From an optimization exercise on the open Yosys and OpenROAD flow, aimed at small area; shortcuts taken in it are not production practice.

==> try-delta <==
==> flow/design.v (excerpt) <==
module Cordic(input clk, input signed [15:0] Xin, input signed [15:0] Yin, input [15:0] angle,
              output reg signed [15:0] Xout, output reg signed [15:0] Yout);
==> module Cordic, before the edit <==
module Cordic(input clk, input signed [15:0] Xin, input signed [15:0] Yin, input [15:0] angle,
              output reg signed [15:0] Xout, output reg signed [15:0] Yout);
   function [15:0] radd;
      input [15:0] a;
      input [15:0] b;
      input        cin;
      integer k;
      reg c;
      begin
         c = cin;
         for (k = 0; k < 16; k = k + 1) begin
            radd[k] = a[k] ^ b[k] ^ c;
            c = (a[k] & b[k]) | (a[k] & c) | (b[k] & c);
         end
      end
   endfunction
   function [31:0] iter;
      input [15:0] x;
      input [15:0] y;
      input        neg;
      input [2:0]  sh;
      reg [15:0] xs, ys;
      begin
         xs = $signed(x) >>> sh;
         ys = $signed(y) >>> sh;
         iter = {radd(x, ys ^ {16{~neg}}, ~neg), radd(y, xs ^ {16{neg}}, neg)};
      end
   endfunction
   function [15:0] scale;
      input [15:0] v;
      reg [31:0] xe, t, u;
      begin
         xe = {{16{v[15]}}, v};
         t = xe + (xe << 2) + (xe << 5);
         u = (t << 8) + (t << 4) - t + 32'd8192;
         scale = u[29:14];
      end
   endfunction
   localparam signed [15:0] A1 = 16'sh12e4, A2 = 16'sh09fb, A3 = 16'sh0511, A4 = 16'sh028b,
                            A5 = 16'sh0145, A6 = 16'sh00a2, A7 = 16'sh0051;
   wire signed [15:0] z1 = {{3{~angle[13]}}, angle[12:0]};    
   wire signed [15:0] z2 = z1[15] ? z1 + A1 : z1 - A1;
   wire signed [15:0] z3 = z2[15] ? z2 + A2 : z2 - A2;
   wire signed [15:0] z4 = z3[15] ? z3 + A3 : z3 - A3;
   reg [15:0] x0, y0;
   reg [1:0]  q0;
   reg [3:1]  d0;
   reg [11:0] z4r;       
   always @(posedge clk) begin
      x0 <= Xin; y0 <= Yin; q0 <= angle[15:14];
      d0 <= {z3[15], z2[15], z1[15]};
      z4r <= z4[11:0];
   end
   wire signed [15:0] z4e = {{4{z4r[11]}}, z4r};
   wire signed [15:0] z5 = z4e[15] ? z4e + A4 : z4e - A4;
   wire signed [15:0] z6 = z5[15] ? z5 + A5 : z5 - A5;
   wire signed [15:0] z7 = z6[15] ? z6 + A6 : z6 - A6;
   wire [15:0] ny0 = radd(~y0, 16'd0, 1'b1);
   wire mx = q0[1] ^ q0[0];      
   wire my = ~q0[1];             
   wire mxy = q0[1];             
   wire myy = q0[1] ^ q0[0];     
   wire [15:0] x1n = radd(x0 ^ {16{mx}},  my  ? ny0 : y0, mx);
   wire [15:0] y1n = radd(x0 ^ {16{mxy}}, myy ? ny0 : y0, mxy);
   reg [15:0] x1, y1;
   reg [7:1]  d1;
   always @(posedge clk) begin
      x1 <= ~x1n; y1 <= ~y1n; d1 <= {z7[15], z6[15], z5[15], z4e[15], d0};
   end
   wire [31:0] it1 = iter(~x1, ~y1, d1[1], 3'd1);
   reg [15:0] x2, y2; reg [7:2] d2;
   always @(posedge clk) begin x2 <= ~it1[31:16]; y2 <= ~it1[15:0]; d2 <= d1[7:2]; end
   wire [31:0] it2 = iter(~x2, ~y2, d2[2], 3'd2);
   reg [15:0] x3, y3; reg [7:3] d3;
   always @(posedge clk) begin x3 <= ~it2[31:16]; y3 <= ~it2[15:0]; d3 <= d2[7:3]; end
   wire [31:0] it3 = iter(~x3, ~y3, d3[3], 3'd3);
   reg [15:0] x4, y4; reg [7:4] d4;
   always @(posedge clk) begin x4 <= ~it3[31:16]; y4 <= ~it3[15:0]; d4 <= d3[7:4]; end
   wire [31:0] it4 = iter(~x4, ~y4, d4[4], 3'd4);
   reg [15:0] x5, y5; reg [7:5] d5;
   always @(posedge clk) begin x5 <= ~it4[31:16]; y5 <= ~it4[15:0]; d5 <= d4[7:5]; end
   wire [31:0] it5 = iter(~x5, ~y5, d5[5], 3'd5);
   reg [15:0] x6, y6; reg [7:6] d6;
   always @(posedge clk) begin x6 <= ~it5[31:16]; y6 <= ~it5[15:0]; d6 <= d5[7:6]; end
   wire [31:0] it6 = iter(~x6, ~y6, d6[6], 3'd6);
   reg [15:0] x7, y7; reg d7;
   always @(posedge clk) begin x7 <= ~it6[31:16]; y7 <= ~it6[15:0]; d7 <= d6[7]; end
   wire [31:0] it7 = iter(~x7, ~y7, d7, 3'd7);
   reg [15:0] x8, y8;
   always @(posedge clk) begin x8 <= ~it7[31:16]; y8 <= ~it7[15:0]; end
   always @(posedge clk) begin
      Xout <= scale(~x8);
      Yout <= scale(~y8);
   end
endmodule
make LEC_CHECK=0 CAP_MARGIN=20 CORE_MARGIN=2 CORE_UTILIZATION=40 SLEW_MARGIN=20 finish   # period 7.0 ns
run.sh (not shown) runs the stock make flow with config.mk's settings and CLKGATE_MAP_FILE= SYNTH_SCRIPT=/design/flow/synth_recipe.tcl, a recipe that flattens the netlist after the stock synthesis.
==> try-umber (differences from try-delta) <==
==> flow/design.v (replaced) <==
module Cordic(input clk, input signed [15:0] Xin, input signed [15:0] Yin, input [15:0] angle,
              output reg signed [15:0] Xout, output reg signed [15:0] Yout);
   function [31:0] radd;
      input [31:0] a;
      input [31:0] b;
      input        cin;
      integer k;
      reg c;
      begin
         c = cin;
         for (k = 0; k < 32; k = k + 1) begin
            radd[k] = a[k] ^ b[k] ^ c;
            c = (a[k] & b[k]) | (a[k] & c) | (b[k] & c);
         end
      end
   endfunction
   function [31:0] iter;
      input [15:0] x;
      input [15:0] y;
      input        neg;
      input [2:0]  sh;
      reg [15:0] xs, ys, xn, yn;
      begin
         xs = $signed(x) >>> sh;
         ys = $signed(y) >>> sh;
         xn = radd({16'd0, x}, {16'd0, ys ^ {16{~neg}}}, ~neg);
         yn = radd({16'd0, y}, {16'd0, xs ^ {16{neg}}}, neg);
         iter = {xn, yn};
      end
   endfunction
   function [15:0] scale;
      input [15:0] v;
      reg [31:0] xe, t1, t, vv, u;
      begin
         xe = {{16{v[15]}}, v};
         t1 = radd(xe, xe << 2, 1'b0);
         t  = radd(t1, xe << 5, 1'b0);
         vv = radd(t << 4, ~t, 1'b1);
         u  = radd(t << 8, vv, 1'b0);
         u  = radd(u, 32'd8192, 1'b0);
         scale = u[29:14];
      end
   endfunction
   localparam [15:0] A1 = 16'h12e4, A2 = 16'h09fb, A3 = 16'h0511, A4 = 16'h028b,
                     A5 = 16'h0145, A6 = 16'h00a2, A7 = 16'h0051;
   function [15:0] zstep;
      input [15:0] z;    
      input [15:0] a;
      begin
         zstep = radd({16'd0, z}, {16'd0, z[15] ? a : (~a + 16'd1)}, 1'b0);
      end
   endfunction
   reg [15:0] x0, y0;
   reg [15:0] a0;
   always @(posedge clk) begin
      x0 <= Xin; y0 <= Yin; a0 <= angle;
   end
   wire [15:0] nx0 = -x0;
   wire [15:0] ny0 = -y0;
   reg  [15:0] xq, yq;
   always @* begin
      case (a0[15:14])
         2'd0: begin xq = x0;  yq = y0;  end
         2'd1: begin xq = ny0; yq = x0;  end
         2'd2: begin xq = nx0; yq = ny0; end
         default: begin xq = y0; yq = nx0; end
      endcase
   end
   wire [31:0] it0 = iter(xq, yq, 1'b0, 3'd0);
   wire [15:0] z1 = {{3{~a0[13]}}, a0[12:0]};
   wire [31:0] it1 = iter(it0[31:16], it0[15:0], z1[15], 3'd1);
   wire [15:0] z2 = zstep(z1, A1);
   wire [15:0] z3 = zstep(z2, A2);
   wire [15:0] z4 = zstep(z3, A3);
   reg [15:0] x2, y2;
   reg        d2, d3;
   reg [11:0] z4r;
   always @(posedge clk) begin
      x2 <= it1[31:16]; y2 <= it1[15:0];
      d2 <= z2[15]; d3 <= z3[15]; z4r <= z4[11:0];
   end
   wire [31:0] it2 = iter(x2, y2, d2, 3'd2);
   wire [15:0] z4e = {{4{z4r[11]}}, z4r};
   wire [15:0] z5 = zstep(z4e, A4);
   wire [15:0] z6 = zstep(z5, A5);
   wire [15:0] z7 = zstep(z6, A6);
   reg [15:0] x3, y3;
   reg [4:0]  dd3;    
   always @(posedge clk) begin
      x3 <= it2[31:16]; y3 <= it2[15:0];
      dd3 <= {z7[15], z6[15], z5[15], z4e[15], d3};
   end
   wire [31:0] it3 = iter(x3, y3, dd3[0], 3'd3);
   reg [15:0] x4, y4; reg [3:0] dd4;
   always @(posedge clk) begin x4 <= it3[31:16]; y4 <= it3[15:0]; dd4 <= dd3[4:1]; end
   wire [31:0] it4 = iter(x4, y4, dd4[0], 3'd4);
   reg [15:0] x5, y5; reg [2:0] dd5;
   always @(posedge clk) begin x5 <= it4[31:16]; y5 <= it4[15:0]; dd5 <= dd4[3:1]; end
   wire [31:0] it5 = iter(x5, y5, dd5[0], 3'd5);
   reg [15:0] x6, y6; reg [1:0] dd6;
   always @(posedge clk) begin x6 <= it5[31:16]; y6 <= it5[15:0]; dd6 <= dd5[2:1]; end
   wire [31:0] it6 = iter(x6, y6, dd6[0], 3'd6);
   reg [15:0] x7, y7; reg dd7;
   always @(posedge clk) begin x7 <= it6[31:16]; y7 <= it6[15:0]; dd7 <= dd6[1]; end
   wire [31:0] it7 = iter(x7, y7, dd7, 3'd7);
   reg [15:0] x8, y8;
   always @(posedge clk) begin x8 <= it7[31:16]; y8 <= it7[15:0]; end
   reg [15:0] x9, y9;
   always @(posedge clk) begin x9 <= x8; y9 <= y8; end
   always @(posedge clk) begin
      Xout <= scale(x9);
      Yout <= scale(y9);
   end
endmodule
==> summary.txt <==
# TYPE chip_impl_metric gauge
chip_impl_metric{name="post_drt_via_cell_ratio",unit=""} 4.53
chip_impl_metric{name="post_dp_cell_area",unit="sq um"} 24800
chip_impl_metric{name="timing.max_slew.rel_slack",unit=""} 0.295
chip_impl_metric{name="nNonClkInverters",unit=""} 177
chip_impl_info{name="crit_path_end",value="x8[15]"} 1
chip_impl_info{name="post_synth_most_frequent_cells",value="365 x sky130_fd_sc_hd__dfxtp_1, 287 x sky130_fd_sc_hd__fa_1, 237 x sky130_fd_sc_hd__ha_1"} 1
chip_impl_metric{name="gr-usage-met2",unit=""} 0.264
chip_impl_metric{name="groute.layer.met1.usage",unit=""} 0.141
chip_impl_metric{name="dp.cells",unit=""} 2786
chip_impl_info{name="outcome",value="finished clean"} 1
chip_impl_metric{name="endpoint_arrival_time_on_the_critical_path",unit="ps"} 7180
chip_impl_metric{name="worst-path-buf-inv",unit=""} 0
[end of results for try-delta]
==> summary.txt <==
# TYPE chip_impl_metric gauge
chip_impl_info{name="outcome",value="failed layout checks"} 1
chip_impl_info{name="failed_layout_checks",value="setup timing"} 1
chip_impl_metric{name="postLayoutSetupSlackWorst",unit="ps"} -5120
chip_impl_info{name="post_synth_most_frequent_cells",value="559 x sky130_fd_sc_hd__inv_1, 382 x sky130_fd_sc_hd__fa_1, 365 x sky130_fd_sc_hd__dfxtp_1"} 1
chip_impl_metric{name="setup_viol",unit=""} 49
chip_impl_metric{name="worst-path-buf-inv",unit=""} 5
chip_impl_metric{name="endpoint_arrival_time_on_the_critical_path",unit="ps"} 12620
chip_impl_metric{name="nNonClkInverters",unit=""} 560
chip_impl_metric{name="groute.layer.met1.usage",unit=""} 0.164
chip_impl_metric{name="dp.cells",unit=""} 2974
[end of results for try-umber]
Function was not checked in any run of this note: the RTL went through the layout flow alone.

-- afterwards: timing with drivers on the ports --
The flow's constraints put no driver on any port. The routed layouts listed below were extracted and timed again, unchanged, in two steps. Step 1 assumes that a clkbuf_16 drives the clock port and a buf_2 every other input. Step 2 moves the port delays by t, midway between the first and last clock arrival at a register: inputs arrive t later, outputs are due t later. That takes back most of the time a late clock gives input paths. Three values: ideal ports, drivers, drivers and shift; two values: the first two.
| run | t, ns | slack for setup (ns) | worst hold slack (ns) | worst setup path after step 2 | worst register clock-pin slew, ns |
|---|---|---|---|---|---|
| try-delta | 0.623 | 0.244 / 0.244 / -0.197 | 0.313 / 0.313 / 0.313 | input to register | 0.07 / 0.07 |
| try-umber | 0.609 | -5.125 / -5.125 / -5.125 | 0.320 / 0.320 / 0.320 | register to register | 0.06 / 0.06 |
With both steps, setup timing fails in try-delta, where it was met with ideal ports. For try-delta, which loses most, drivers alone change the setup slack by 0.000 ns; drivers and shift together by -0.441 ns.
